Context: an optimization exercise on an open-source flow, tuned for small area and a short achievable clock period. The choices shown serve that exercise and are no tape-out recipe. RTL that was checked went through simulation tests only; none was proved equivalent to the original. No activity file was given, so power comes from the tool's default toggle rates.

## cpu_top_level
module cpu_top_level(clk,rst,r0,r1,r2,r3,r4,r5,r6,r7,
                     imem_addr,imem_data,dmem_addr,dmem_wdata,dmem_we,dmem_rdata);
For scale: about 1700 cells after synthesis, ~210 I/O pins, about 18000 um^2 of cells after synthesis.
==> flow/config.mk <==
export PLATFORM = sky130hd
export DESIGN_NAME = cpu_top_level
export DESIGN_NICKNAME = cpu_top_level
export VERILOG_FILES = /design/flow/design.v
export SDC_FILE = /design/flow/constraint.sdc
export NUM_CORES = 4
export LEC_CHECK = 0
export CAP_MARGIN = 20
export CORE_MARGIN = 2
export CORE_UTILIZATION = 40
export PLACE_DENSITY = 0.6
export SETUP_SLACK_MARGIN = 4.4
export SLEW_MARGIN = 20
==> flow/constraint.sdc <==
create_clock -name core_clock -period 7.0 [get_ports {clk}]
set_input_delay 1.4000 -clock core_clock [delete_from_list [all_inputs] [get_ports {clk}]]
set_output_delay 1.4000 -clock core_clock [all_outputs]
set_load 0.01 [all_outputs]
standard.sh (not shown) runs the stock make flow with config.mk's settings and CLKGATE_MAP_FILE= SYNTH_SCRIPT=/design/flow/synth_recipe.tcl, a recipe that flattens the netlist after the stock synthesis.
==> flow/flow/run.sh <==
#!/bin/bash
# Standard ORFS layout, with the smallest buffer cell on the ports and a clock tree
# of fewer, larger leaf clusters.
set -euo pipefail
bash standard.sh "BUFFER_PORTS_ARGS=-buffer_cell sky130_fd_sc_hd__buf_1" \
  "CTS_ARGS=-sink_clustering_enable -repair_clock_nets -buf_list sky130_fd_sc_hd__clkbuf_16 -sink_clustering_size 24 -sink_clustering_max_diameter 100 -dont_use_dummy_load" \
  finish > standard.log 2>&1
The starting point completed with no timing, DRC or antenna violations.
Change:
Settings changed: SETUP_SLACK_MARGIN 4.4 to 4.
Outcome:
- power is lower by a little under a tenth
- register-to-register slack is better by 97 ps
- clock-buffer cell count is unchanged
- final area drops by a little under a tenth
- sequential share of layout area rises by 3.6 points
- synthesized cell count is unchanged
No run of this note included a check of the RTL's function; only the layout flow was run.

* * *

nickel:
Another version of the RTL of cpu_top_level (not shown whole).
Size: ~0.017 mm2 of cells after synthesis.
==> flow/design.v (excerpt) <==
module cpu_top_level(clk,rst,r0,r1,r2,r3,r4,r5,r6,r7,
                     imem_addr,imem_data,dmem_addr,dmem_wdata,dmem_we,dmem_rdata);
export LEC_CHECK = 0
export CAP_MARGIN = 20
export CORE_MARGIN = 2
export CORE_UTILIZATION = 40
export PLACE_DENSITY = 0.6
export SETUP_SLACK_MARGIN = 3.6
export SLEW_MARGIN = 20
create_clock -name core_clock -period 7.0 [get_ports {clk}]
==> flow/flow/run.sh <==
#!/bin/bash
# Standard ORFS layout, with the smallest buffer cell on the ports and a clock tree
# of fewer, larger leaf clusters.
set -euo pipefail
bash standard.sh "BUFFER_PORTS_ARGS=-buffer_cell sky130_fd_sc_hd__buf_1" \
  "CTS_ARGS=-sink_clustering_enable -repair_clock_nets -buf_list sky130_fd_sc_hd__clkbuf_16 -sink_clustering_size 30 -sink_clustering_max_diameter 100 -dont_use_dummy_load" \
  finish > standard.log 2>&1
The flow did not stop early for nickel: all stages ran, and the layout cleared the timing, design-rule and antenna checks.
For violet, these inputs were changed with respect to nickel:
- SETUP_SLACK_MARGIN changed from 3.6 to 4
diff --git a/flow/flow/run.sh b/flow/flow/run.sh
--- a/flow/flow/run.sh
+++ b/flow/flow/run.sh
@@ -6 +6 @@
-  "CTS_ARGS=-sink_clustering_enable -repair_clock_nets -buf_list sky130_fd_sc_hd__clkbuf_16 -sink_clustering_size 30 -sink_clustering_max_diameter 100 -dont_use_dummy_load" \
+  "CTS_ARGS=-sink_clustering_enable -repair_clock_nets -buf_list sky130_fd_sc_hd__clkbuf_16 -sink_clustering_size 24 -sink_clustering_max_diameter 100 -dont_use_dummy_load" \
==> notes.md <==
- violet: full flow OK, the timing, design-rule and antenna checks passed
- Comparing violet and nickel, the higher wire length per cell is on violet.
- Of violet and nickel, it is violet that has the higher count of non-CTS buffers in the layout.
- The final worst hold slack reported for violet is smaller than that of nickel by 0.0081 ns.
- Changes observed in violet relative to nickel: relative contribution of combinational cells to total power saw an increase, wire length of the first global-routing pass shows no meaningful change, post-layout instance count excluding filler cells increased 13.
[inputs] raven vs violet
- SETUP_SLACK_MARGIN now 4.4, was 4
diff --git a/flow/flow/run.sh b/flow/flow/run.sh
--- a/flow/flow/run.sh
+++ b/flow/flow/run.sh
@@ -7 +7 @@
-  finish > standard.log 2>&1
+  "MATCH_CELL_FOOTPRINT=0" finish > standard.log 2>&1
Findings:
violet → raven: sequential share of layout area lost 2.9 points; total non-filler cell area in the finished layout picked up an extra about 8%; share of synthesized cell area in full adder, half adder and majority cells neither gained nor lost much; power density normalized to cell area lost 2.4%; multi-input gate share of total cell area neither gained nor lost much. raven: data arrival time of the worst path higher than violet. Comparing raven and violet, the higher total power is on raven. Compared violet against raven; setup slack within noise. The met1 track utilization from global routing reported for raven is greater than that of violet by 0.35 points. In the flow results for raven and violet, the actual transition at the worst max-transition pin is smaller on violet. | share of total power in the clock network | raven vs violet | 1.2 points lower |.

* * *

## v42
The RTL this note starts from:
==> flow/design.v <==
module cpu_top_level(clk,rst,r0,r1,r2,r3,r4,r5,r6,r7,
                     imem_addr,imem_data,dmem_addr,dmem_wdata,dmem_we,dmem_rdata);
    input clk,rst;
    output [15:0] r0,r1,r2,r3,r4,r5,r6,r7;
    output [15:0] imem_addr;
    input [15:0] imem_data;
    output [15:0] dmem_addr,dmem_wdata;
    output dmem_we;
    input [15:0] dmem_rdata;
    reg [15:0] pc;                        
    reg [15:0] rf1,rf2,rf3,rf4,rf5,rf6,rf7;
    reg        cflag, zflag;
    reg [15:0] ir_id, pc2_id;
    reg [15:0] ir_rr, pc2_rr;
    reg        cancel_rr;
    reg [3:0]  op_ex;
    reg [2:0]  dest_ex;
    reg [8:0]  imm_ex;
    reg [15:0] pc2_ex, a_ex, b_ex, tgt_ex;
    reg        wr_ex, we_ex, memop_ex, invb_ex, usec_ex, cin1_ex, nand_ex, kill_ex;
    reg        link_ex, sum_ex;           
    reg [15:0] res_mem, sd_mem;
    reg        carry_mem;
    reg [2:0]  dest_mem;
    reg        wr_mem, fwd_mem, we_mem, lw_mem, cwr_mem, zwr_mem, cc_mem, zc_mem;
    reg [15:0] res_wb;
    reg        carry_wb;
    reg [2:0]  dest_wb;
    reg        wr_wb, fwd_wb, cwr_wb, zwr_wb, cc_wb, zc_wb;
    assign r0 = pc; assign r1 = rf1; assign r2 = rf2; assign r3 = rf3;
    assign r4 = rf4; assign r5 = rf5; assign r6 = rf6; assign r7 = rf7;
    assign imem_addr = pc;
    wire ex_br   = (op_ex == 4'b1000) | (op_ex == 4'b1001) | (op_ex == 4'b1010);
    wire ex_jal  = (op_ex == 4'b1100);
    wire ex_jlr  = (op_ex == 4'b1101);
    wire ex_jri  = (op_ex == 4'b1111);
    wire ex_lli  = (op_ex == 4'b0011);
    wire ex_lw   = (op_ex == 4'b0100);
    wire flush   = ex_br | ex_jal | ex_jlr | ex_jri;
    wire [15:0] ain = memop_ex ? {{10{imm_ex[5]}}, imm_ex[5:0]} : a_ex;
    wire [15:0] bx  = b_ex ^ {16{invb_ex}};
    wire        cin = usec_ex ? carry_mem : cin1_ex;
    wire [16:0] sum = {1'b0, ain} + {1'b0, bx} + {16'b0, cin};
    wire [15:0] nres = ~(ain & ~b_ex);
    wire [15:0] alu = nand_ex ? nres : sum[15:0];
    wire        carry_ex = ~kill_ex & (nand_ex | (sum[16] ^ invb_ex));
    wire [15:0] res_other = kill_ex ? 16'd0 : link_ex ? pc2_ex :
                            ex_lli ? {7'b0, imm_ex} : nres;
    wire [15:0] res_ex = sum_ex ? sum[15:0] : res_other;
    wire [3:0] op_rr = ir_rr[15:12];
    wire [2:0] fn_rr = ir_rr[2:0];
    wire [2:0] ra = ir_rr[11:9];
    wire [2:0] rb = ir_rr[8:6];
    wire rr_nz   = |ir_rr;
    wire rr_add  = (op_rr == 4'b0001);
    wire rr_nand = (op_rr == 4'b0010);
    wire rr_br   = (op_rr == 4'b1000) | (op_rr == 4'b1001) | (op_rr == 4'b1010);
    wire rr_dwr  = ((op_rr == 4'b0000) & rr_nz) | rr_add | (op_rr == 4'b0100) |
                   (op_rr == 4'b0011) | (op_rr == 4'b1100) | (op_rr == 4'b1101) |
                   (rr_nand & (fn_rr[1:0] != 2'b11));
    wire rr_dwe  = (op_rr == 4'b0101);
    wire [2:0] dest_rr = (rr_add | rr_nand) ? ir_rr[5:3] :
                         (op_rr == 4'b0000) ? ir_rr[8:6] : ir_rr[11:9];
    wire ex_fwd  = wr_ex & ~ex_lli;
    wire freeze  = wr_ex & ex_lw & ((dest_ex == ra) | (dest_ex == rb));
    wire [15:0] mem_val = lw_mem ? dmem_rdata : res_mem;
    reg [15:0] rf_a, rf_b;
    always @(*) begin
        case (ra)
            3'd0: rf_a = pc;  3'd1: rf_a = rf1; 3'd2: rf_a = rf2; 3'd3: rf_a = rf3;
            3'd4: rf_a = rf4; 3'd5: rf_a = rf5; 3'd6: rf_a = rf6; default: rf_a = rf7;
        endcase
        case (rb)
            3'd0: rf_b = pc;  3'd1: rf_b = rf1; 3'd2: rf_b = rf2; 3'd3: rf_b = rf3;
            3'd4: rf_b = rf4; 3'd5: rf_b = rf5; 3'd6: rf_b = rf6; default: rf_b = rf7;
        endcase
    end
    wire [15:0] a_old = (fwd_mem & (dest_mem == ra)) ? mem_val :
                        (fwd_wb  & (dest_wb  == ra)) ? res_wb : rf_a;
    wire [15:0] b_old = (fwd_mem & (dest_mem == rb)) ? mem_val :
                        (fwd_wb  & (dest_wb  == rb)) ? res_wb : rf_b;
    wire hit_a = ex_fwd & (dest_ex == ra);
    wire hit_b = ex_fwd & (dest_ex == rb);
    wire [14:0] off_rr = (op_rr == 4'b1100) ? {{6{ir_rr[8]}}, ir_rr[8:0]} : {{9{ir_rr[5]}}, ir_rr[5:0]};
    wire [14:0] tgt_hi = pc2_rr[15:1] + off_rr - 15'd1;
    wire b_imm6 = (op_rr == 4'b0000);
    wire b_imm9 = (op_rr == 4'b1111);
    wire take_a = hit_a & sum_ex;
    wire take_b = hit_b & sum_ex & ~b_imm6 & ~b_imm9;
    wire [15:0] a_other = hit_a ? (link_ex ? pc2_ex : nres) : a_old;
    wire [15:0] b_other = b_imm6 ? {{10{ir_rr[5]}}, ir_rr[5:0]} :
                          b_imm9 ? {{6{ir_rr[8]}}, ir_rr[8:0], 1'b0} :
                          hit_b ? (link_ex ? pc2_ex : nres) : b_old;
    wire [15:0] a_next = take_a ? sum[15:0] : a_other;
    wire [15:0] b_next = take_b ? sum[15:0] : b_other;
    wire wb_wr = wr_wb & (~cc_wb | cflag) & (~zc_wb | zflag);
    wire [15:0] rf_wd = res_wb & {16{~rst}};
    wire [7:0]  rf_we = {8{rst}} | ({8{wb_wr}} & (8'd1 << dest_wb));
    wire [15:0] pc2_if = {pc[15:1] + 15'd1, pc[0]};
    wire clr_ex = rst | freeze;
    always @(posedge clk) begin
        if (ex_jri && !rst) pc <= sum[15:0];
        else if (rst) pc <= 16'd0;
        else if (flush) pc <= (ex_br | ex_jal) ? tgt_ex : b_ex;
        else if (!freeze) pc <= pc2_if;
        else if (wb_wr && dest_wb == 3'd0) pc <= res_wb;
        if (rf_we[1]) rf1 <= rf_wd;
        if (rf_we[2]) rf2 <= rf_wd;
        if (rf_we[3]) rf3 <= rf_wd;
        if (rf_we[4]) rf4 <= rf_wd;
        if (rf_we[5]) rf5 <= rf_wd;
        if (rf_we[6]) rf6 <= rf_wd;
        if (rf_we[7]) rf7 <= rf_wd;
        if (cwr_wb) cflag <= carry_wb;
        if (zwr_wb) zflag <= ~|res_wb;
        if (rst) ir_id <= 16'd0;
        else if (!freeze) ir_id <= flush ? 16'd0 : imem_data;
        if (!freeze) pc2_id <= pc2_if;
        if (rst) ir_rr <= 16'd0;
        else if (!freeze) ir_rr <= ir_id;
        if (!freeze) begin
            pc2_rr <= pc2_id;
            cancel_rr <= flush;
        end
        kill_ex <= clr_ex;
        link_ex <= ~clr_ex & ((op_rr == 4'b1100) | (op_rr == 4'b1101));
        sum_ex <= ~clr_ex & (op_rr != 4'b1100) & (op_rr != 4'b1101) & (op_rr != 4'b0011) &
                  ~(rr_nand & fn_rr[2] & (fn_rr[1:0] != 2'b11));
        if (clr_ex) begin
            op_ex <= 4'd0; wr_ex <= 1'b0; we_ex <= 1'b0;
        end else begin
            op_ex <= op_rr;
            wr_ex <= rr_dwr & ~cancel_rr & ~flush;
            we_ex <= rr_dwe & ~cancel_rr & ~flush;
        end
        begin
            memop_ex <= (op_rr == 4'b0100) | (op_rr == 4'b0101);
            invb_ex <= (rr_add & fn_rr[2]) | rr_br;
            usec_ex <= rr_add & (fn_rr[1:0] == 2'b11);
            cin1_ex <= rr_br;
            nand_ex <= rr_nand & fn_rr[2] & (fn_rr[1:0] != 2'b11);
            a_ex <= a_next;
            b_ex <= b_next;
        end
        dest_ex <= dest_rr;
        imm_ex <= ir_rr[8:0];
        pc2_ex <= pc2_rr;
        tgt_ex <= {tgt_hi, pc2_rr[0]};
        res_mem <= res_ex;
        sd_mem <= a_ex;
        carry_mem <= carry_ex;
        dest_mem <= dest_ex;
        lw_mem <= ex_lw;
        cwr_mem <= (op_ex == 4'b0000) | (op_ex == 4'b0001);
        zwr_mem <= (op_ex == 4'b0000) | (op_ex == 4'b0001) | (op_ex == 4'b0010) | ex_lw;
        cc_mem <= ((op_ex == 4'b0001) | (op_ex == 4'b0010)) & (imm_ex[1:0] == 2'b10);
        zc_mem <= ((op_ex == 4'b0001) | (op_ex == 4'b0010)) & (imm_ex[1:0] == 2'b01);
        if (rst) begin
            wr_mem <= 1'b0; fwd_mem <= 1'b0; we_mem <= 1'b0;
        end else begin
            wr_mem <= wr_ex; fwd_mem <= ex_fwd; we_mem <= we_ex;
        end
        res_wb <= mem_val;
        carry_wb <= carry_mem;
        dest_wb <= dest_mem;
        cwr_wb <= cwr_mem; zwr_wb <= zwr_mem; cc_wb <= cc_mem; zc_wb <= zc_mem;
        if (rst) begin
            wr_wb <= 1'b0; fwd_wb <= 1'b0;
        end else begin
            wr_wb <= wr_mem; fwd_wb <= fwd_mem;
        end
    end
    assign dmem_addr = res_mem;
    assign dmem_wdata = sd_mem;
    assign dmem_we = we_mem;
endmodule
clock: 7.0 ns
lec_check: 0
cap_margin: 20
core_margin: 2
core_utilization: 40
place_density: 0.6
setup_slack_margin: 4.3
slew_margin: 20
==> flow/flow/run.sh <==
#!/bin/bash
# Standard ORFS layout, with the smallest buffer cell on the ports and a clock tree
# of fewer, larger leaf clusters.
set -euo pipefail
bash standard.sh "BUFFER_PORTS_ARGS=-buffer_cell sky130_fd_sc_hd__buf_1" \
  "CTS_ARGS=-sink_clustering_enable -repair_clock_nets -buf_list sky130_fd_sc_hd__clkbuf_16 -sink_clustering_size 24 -sink_clustering_max_diameter 100 -dont_use_dummy_load" \
  finish > standard.log 2>&1
## Diff of input files: v20 against v42
-- flow/config.mk --
<<< v42, line 10
export CORE_UTILIZATION = 40
export PLACE_DENSITY = 0.6
export SETUP_SLACK_MARGIN = 4.3
export SLEW_MARGIN = 20
>>> v20, line 10
export CORE_UTILIZATION = 40
export PLACE_DENSITY = 0.6
export SETUP_SLACK_MARGIN = 3.9
export SLEW_MARGIN = 20
### Flow results
- Each of the runs, namely v42 and v20, reached the end of the flow and came out clean.
- v20 vs v42, cell with the largest stage delay on the worst path: fa_1 vs dfxtp_4
- v20 ends up with higher transition time at the pin with the least slew margin than v42 does.
- v42 was larger in final cell area than v20.
- Via count on v20 is ahead of v42.
- Diff v42 -> v20: number of clock-tree buffers in the layout stayed essentially flat; total power of the final layout went down about 5.4%; worst hold-check slack did not really move; area added between synthesis and finish went down.
- Between v42 and v20, the normalized max-slew margin is lower for v20.
The following lists how v51 was set up differently from v20:
-- flow/config.mk --
<<< v20, line 10
export CORE_UTILIZATION = 40
export PLACE_DENSITY = 0.6
export SETUP_SLACK_MARGIN = 3.9
export SLEW_MARGIN = 20
>>> v51, line 10
export CORE_UTILIZATION = 40
export PLACE_DENSITY = 0.6
export SETUP_SLACK_MARGIN = 4
export SLEW_MARGIN = 20
- A uppermost signal routing layer after detailed routing of met5 is what v20 shows, while met4 belongs to v51.
- Going from v20 to v51, setup slack grows by 0.075 ns.
- Re number of I/O port buffers: no difference whatsoever between v20 and v51.
- The count of placed standard cells in the final layout, fillers left out was comparable across v20 and v51.
- Compared with v20, in v51 layout clock buffer count has decreased, sequential share of cell area has decreased.
- Comparing v20 with v51, the switching share of power came out essentially unchanged.
- Power: v20 vs v51 — no meaningful difference

## port drivers added, routing unchanged
The flow's constraints put no driver on any port. The routed layouts listed below were extracted and timed again, unchanged, in two steps.
Step 1: set_driving_cell puts a clkbuf_16 on clk and a buf_2 on each other input, an assumption about the parent block.
Step 2 adds t to the input delays and takes it off the output delays; t is the mean of the earliest and latest rising clock arrival at the registers after step 1. Input paths then give back, and output paths get back, about the clock's delay inside the block.
Three values: ideal ports, drivers, drivers and shift; two values: the first two.
run | t (ns) | setup WS [ns] | worst slew at a driven data input, ns
the first run of note 1 | 0.595 | 3.808 / 3.808 / 3.808 | 0.04
the second run of note 1 | 0.582 | 3.905 / 3.905 / 3.591 | 0.04
nickel | 0.573 | 3.613 / 3.613 / 3.611 | 0.05
violet | 0.576 | 3.974 / 3.919 / 3.917 | 0.04
raven | 0.589 | 3.972 / 3.972 / 3.892 | 0.04
v42 | 0.584 | 4.090 / 4.090 / 3.778 | 0.04
v20 | 0.590 | 3.972 / 3.925 / 3.427 | 0.03
v51 | 0.587 | 4.047 / 3.989 / 3.555 | 0.04
After both steps setup and hold are still met in every run listed. For v20, which loses most, drivers alone change the setup slack by -0.047 ns; drivers and shift together by -0.545 ns.
